This design comes from an exercise in tuning for small area on the open sky130 flow, not from production work.
Only simulation tests tie the RTL to the original design; equivalence was not proved.
Power and IR drop assume default switching activity.

==> flow/design.v (outline; a module is shown in full before it is edited, if it fits) <==
// module ALU_16_bit: 1375 lines
module ALU_16_bit(
input wire [15:0] A,
input wire [15:0] B,
input wire [3:0] ALU_FUN,
input wire clk,
output reg [15:0] ALU_OUT,
output wire Carry_Flag,
output wire Arith_Flag,
output wire Logic_Flag,
output wire CMP_Flag,
output wire Shift_Flag
);
  // ...
==> flow/run.sh <==
#!/bin/bash
# synth_recipe.tcl (not shown) runs the flow's synth.tcl, then flattens the netlist and writes it again
# the make line also repeats each setting of config.mk as NAME=value (left out here)
make -C /OpenROAD-flow-scripts/flow DESIGN_CONFIG=/design/flow/config.mk WORK_HOME=/design/flow/orfs CLKGATE_MAP_FILE= SYNTH_SCRIPT=/design/flow/synth_recipe.tcl finish
==> flow/config.mk <==
export PLATFORM = sky130hd
export DESIGN_NAME = ALU_16_bit
export DESIGN_NICKNAME = ALU_16_bit
export VERILOG_FILES = /design/flow/design.v
export SDC_FILE = /design/flow/constraint.sdc
export NUM_CORES = 4
export LEC_CHECK = 0
export ABC_AREA = 1
export CAP_MARGIN = 0
export CORE_MARGIN = 2
export CORE_UTILIZATION = 40
export CTS_BUF_LIST = sky130_fd_sc_hd__clkbuf_4
export SLEW_MARGIN = 0
==> flow/constraint.sdc <==
create_clock -name core_clock -period 31.0 [get_ports {clk}]
set_input_delay 6.2000 -clock core_clock [delete_from_list [all_inputs] [get_ports {clk}]]
set_output_delay 6.2000 -clock core_clock [all_outputs]
set_load 0.01 [all_outputs]
==> results.py, run 1 <==
metrics = {
    "timing": {
        "worst_slew_pin_slew_ns": 1.28,
        "grt_setup_unrepaired": "false",
        "layout_min_cycle_time_ns": 26.30,
    },
    "global_routing": {
        "gr-usage-all-layers": 0.222,
        "antenna_found_initial": 0,
        "met3_usage": 0.0283,
    },
    "critical_path": {
        "cp-endpoint": "ALU_OUT[4]",
        "cp.arrival_ns": 26.46,
        "start_kind": "primary input",
        "critical-path-top-delay-family": "simple AND/OR/NAND/NOR gates",
    },
    "synth": {
        "ys_top_cells_by_area": "nand2_1 (19%), nand3_2 (11%), nand3_1 (10%)",
        "async_flop_share": 0,
        "ys_warn_count": 1,
        "yosys.cell_count.top_type": "nand2_1",
        "synthAdderAreaFrac": 0.0684,
        "synth_top_cell_area_share": 0.186,
    },
    "run_status": {
        "outcome": "finished clean",
    },
    "finish": {
        "fin_area_um2": 10600,
        "syn_to_final_growth_pct": 3.10,
    },
    "clock_network": {
        "cts_setup_buffers": 0,
        "path_clk_slew_ns": 0.11,
    },
    "floorplanning": {
        "tap_cells": 330,
    },
    "placed_design": {
        "gp_congestion": 0.902,
    },
    "power": {
        "ir_drop_mv": 0.0142,
        "combPwrFrac": 0.848,
    },
    "route": {
        "top_layer_used": "met4",
        "vias": 10488,
    },
}
==> run 2, diff against run 1 <==
--- a/flow/config.mk
+++ b/flow/config.mk
@@ -6,8 +6,7 @@
 export NUM_CORES = 4
 export LEC_CHECK = 0
 export ABC_AREA = 1
-export CAP_MARGIN = 0
+export CAP_MARGIN = 20
 export CORE_MARGIN = 2
 export CORE_UTILIZATION = 40
-export CTS_BUF_LIST = sky130_fd_sc_hd__clkbuf_4
-export SLEW_MARGIN = 0
+export SLEW_MARGIN = 20
==> run 2 against run 1 <==
First-iteration DRC count decreased by 11%. Synthesized cell count unchanged. Sequential power about the same. Power increased by 5.7%. Sequential share of layout area about the same. Clock power increased by 120%. Routed wire length about the same. Largest cell class unchanged.
==> results.py, run 2 <==
metrics = {
    "floorplanning": {
        "dieWidth_um": 164,
        "core_area_um2": 25200,
        "initial_utilization": 0.407,
        "dieArea_um2": 26900,
        "rows": 58,
        "ios": 58,
        "die_h_um": 164,
    },
    "critical_path": {
        "cp_slowest_stage_delay_ns": 0.57,
        "start_kind": "primary input",
        "critPathMaxFanout": 46,
        "worstSetupPathType": "primary input to register",
        "crit_required_ns": 31.10,
        "cp_common_cell": "nand3_2",
        "endpoint_kind": "register",
        "cp-startpoint": "ALU_FUN[2]",
        "cp_slowest_cell": "clkdlybuf4s50_1",
        "cp-endpoint": "ALU_OUT[4]",
        "cp.arrival_ns": 26.45,
    },
    "synth": {
        "synth.distinct_cells": 51,
        "ys_top_cells_by_area": "nand2_1 (19%), nand3_2 (11%), nand3_1 (10%)",
        "yosys.cell_count.top_type": "nand2_1",
        "synth_area_leader_cell": "nand2_1",
        "syn-num-nets": 1769,
        "synth_edf_count": 0,
        "syn_area_um2": 10200,
        "synth_seq_area_share": 0.0313,
        "synth_top_cell_area_share": 0.186,
        "ys_warn_count": 1,
        "synth_common_cells": "nand2_1 (509), inv_1 (216), nand3_1 (207)",
        "synth-seq-cells": 16,
        "async_flop_share": 0,
        "synth_cells": 1685,
        "synth-main-ff-cell": "dfxtp_1",
        "avgSynthCellArea_um2": 6.08,
    },
    "timing": {
        "grt_setup_unrepaired": "false",
        "fmax_ghz": 0.0380,
        "finalHoldViolations": 0,
        "fin_tns_setup_ns": 0,
        "setup_viol": 0,
        "worst_slew_pin_slew_ns": 1.09,
        "relSlewSlack": 0.267,
        "layout_min_cycle_time_ns": 26.35,
        "slew_viol_final": 0,
        "fin_crit_sh": 0.850,
    },
    "finish": {
        "num_antenna_cells": 0,
        "instances_no_fill": 2019,
        "layout_common_cells": "nand2_1 (509), inv_1 (216), nand3_1 (207), nand3_2 (117), xor2_1 (102)",
        "largest_register_ffs": 16,
        "top_register": "ALU_OUT",
        "drive_above_1_share": 0.166,
        "utilization": 0.422,
        "reg_top3": "ALU_OUT x16",
        "syn_to_final_growth_pct": 3.66,
        "layout_commonest_cell": "nand2_1",
        "n_fill_cell": 2708,
        "finish.net_count": 1775,
    },
    "power": {
        "powerDensity_nw_per_um2": 24.1,
        "ir_drop_mv": 0.0292,
        "p_leak_nw": 5.27,
        "pwr-share-seq": 0.098,
        "clkPwrFrac": 0.100,
        "p_sw_frac": 0.556,
        "total_power_mw": 0.256,
        "combPwrFrac": 0.802,
        "power.switching_mw": 0.143,
        "p_int_mw": 0.114,
    },
    "clock_network": {
        "h-tree-depth": 1,
        "holdBufCountCts": 0,
        "cts_resized": 0,
        "clock-sinks": 16,
        "path_clk_slew_ns": 0.05,
        "cts_buffer_depth": 2,
        "cts_buffers": 3,
        "cts_setup_buffers": 0,
        "cts_tree": "yes",
        "cts-root-buf": "clkbuf_16",
    },
    "global_routing": {
        "gr-usage-all-layers": 0.222,
        "grt_pass1_wl_um": 48600,
        "grt_pass1_vias": 9658,
        "grt_max_degree": 47,
        "antenna_found_initial": 0,
        "overflow": 0,
    },
    "route": {
        "postRouteAntennaNets": 0,
        "wl_met1_um": 13600,
        "drc": 0,
        "vias": 10446,
        "wire_per_inst_um": 14.7,
        "wl_um": 29700,
        "drtPass1Iterations": 5,
        "route.met3.wl_um": 1630,
        "wl_met2_um": 13900,
        "drt-initial-drc-count": 576,
        "top_layer_used": "met4",
        "vias_per_cell": 5.17,
    },
    "placed_design": {
        "dp_cells": 2016,
        "port_buffers": 57,
        "dpl.hpwl_um": 22400,
        "gp_congestion": 0.902,
    },
    "worst_hold_path": {
        "hold_path.class": "primary input to register",
        "hold_start": "B[0]",
    },
    "run_status": {
        "outcome": "finished clean",
    },
    "job": {
        "cap_violations": 0,
    },
}
## run 2: cell type report
cell class	instances	area, um^2	area share
Timing Repair Buffer	79	731	0.0688
Sequential cell	16	320	0.0302
Tap cell	330	413	0.0389
Inverter	232	872	0.0821
Clock buffer	3	75.1	0.00707
Multi-Input combinational cell	1359	8210	0.773
## run 2: critical path: cells and delay by family
kind	cells	cell delay (ns)
simple gates	195	17.76
buf+inv	8	1.55
xor+xnor	4	0.81
## run 2: metrics by stage
| step | area, um^2 | setup slack, ns | hold WS, ns |
|---|---|---|---|
| finish | 10600 | 4.65 | 6.78 |
| global route | 10600 | 1.96 | 6.83 |
| CTS | 10600 | 4.63 | 6.78 |
| detailed placement | 10500 | 4.46 | 6.93 |
| global placement | 10500 | 4.87 | 6.94 |
| floorplan | 10200 | 8.45 | 6.33 |
## run 2: cell families after synthesis
kind of cell / count (synthesis) / synth area share
and+or+nand+nor: 1055 / 0.523
buffers and inverters: 310 / 0.168
xor gates and xnor gates: 135 / 0.125
AOI/OAI and AO/OA: 122 / 0.0850
adders and majority gates: 47 / 0.0684
DFF: 16 / 0.0313
## run 2: worst min path at each step
stage / cells after the start / to / slack [ns]
finish: 7 / ALU_OUT[1] / 6.78
global route: 7 / ALU_OUT[1] / 6.83
CTS: 7 / ALU_OUT[1] / 6.78
detailed placement: 1 / ALU_OUT[4] / 6.93
global placement: 1 / ALU_OUT[4] / 6.94
floorplan: 2 / ALU_OUT[11] / 6.33
## run 2: power by group through the flow
| stage | combinational, mW | sequential (mW) | clock [mW] |
|---|---|---|---|
| 3_5_place_dp | 0.205 | 0.0256 | 0 |
| 5_1_grt | 0.232 | 0.0254 | 0.0269 |
| 3_3_place_gp | 0.202 | 0.0255 | 0 |
| 6_report | 0.206 | 0.0251 | 0.0256 |
| 4_1_cts | 0.205 | 0.0251 | 0.0262 |
| 2_1_floorplan | 0.159 | 0.0272 | 0 |
## run 2: per-layer routing
layer | up-vias | track usage
met5 | - | 0
met2 | 239 | 0.386
li1 | 5383 | -
met3 | 42 | 0.0283
met4 | 0 | 0.0427
met1 | 4782 | 0.294

==> separate check: timing with driven ports <==
Ports are ideal in the flow. The routed layouts listed here were re-timed in OpenROAD.
Step 1, drivers: a clkbuf_16 drives clk and a buf_2 each remaining input, both assumed.
Step 2 adds t to the input delays and takes it off the output delays; t is the mean of the earliest and latest rising clock arrival at the registers after step 1. Input paths then give back, and output paths get back, about the clock's delay inside the block.
Three values: ideal, step 1, step 2; two values: the first two.
run | shift t [ns] | slack for setup (ns) | worst data-port slew with drivers (ns) | pins driven straight from the clock port
run 1 | 0.318 | 4.702 / 4.703 / 4.386 | 0.04 | 1
run 2 | 0.279 | 4.653 / 4.660 / 4.381 | 0.04 | 1
After both steps every run listed still meets setup and hold. For run 1, which loses most, drivers alone change the setup slack by +0.001 ns; drivers and shift together by -0.316 ns.
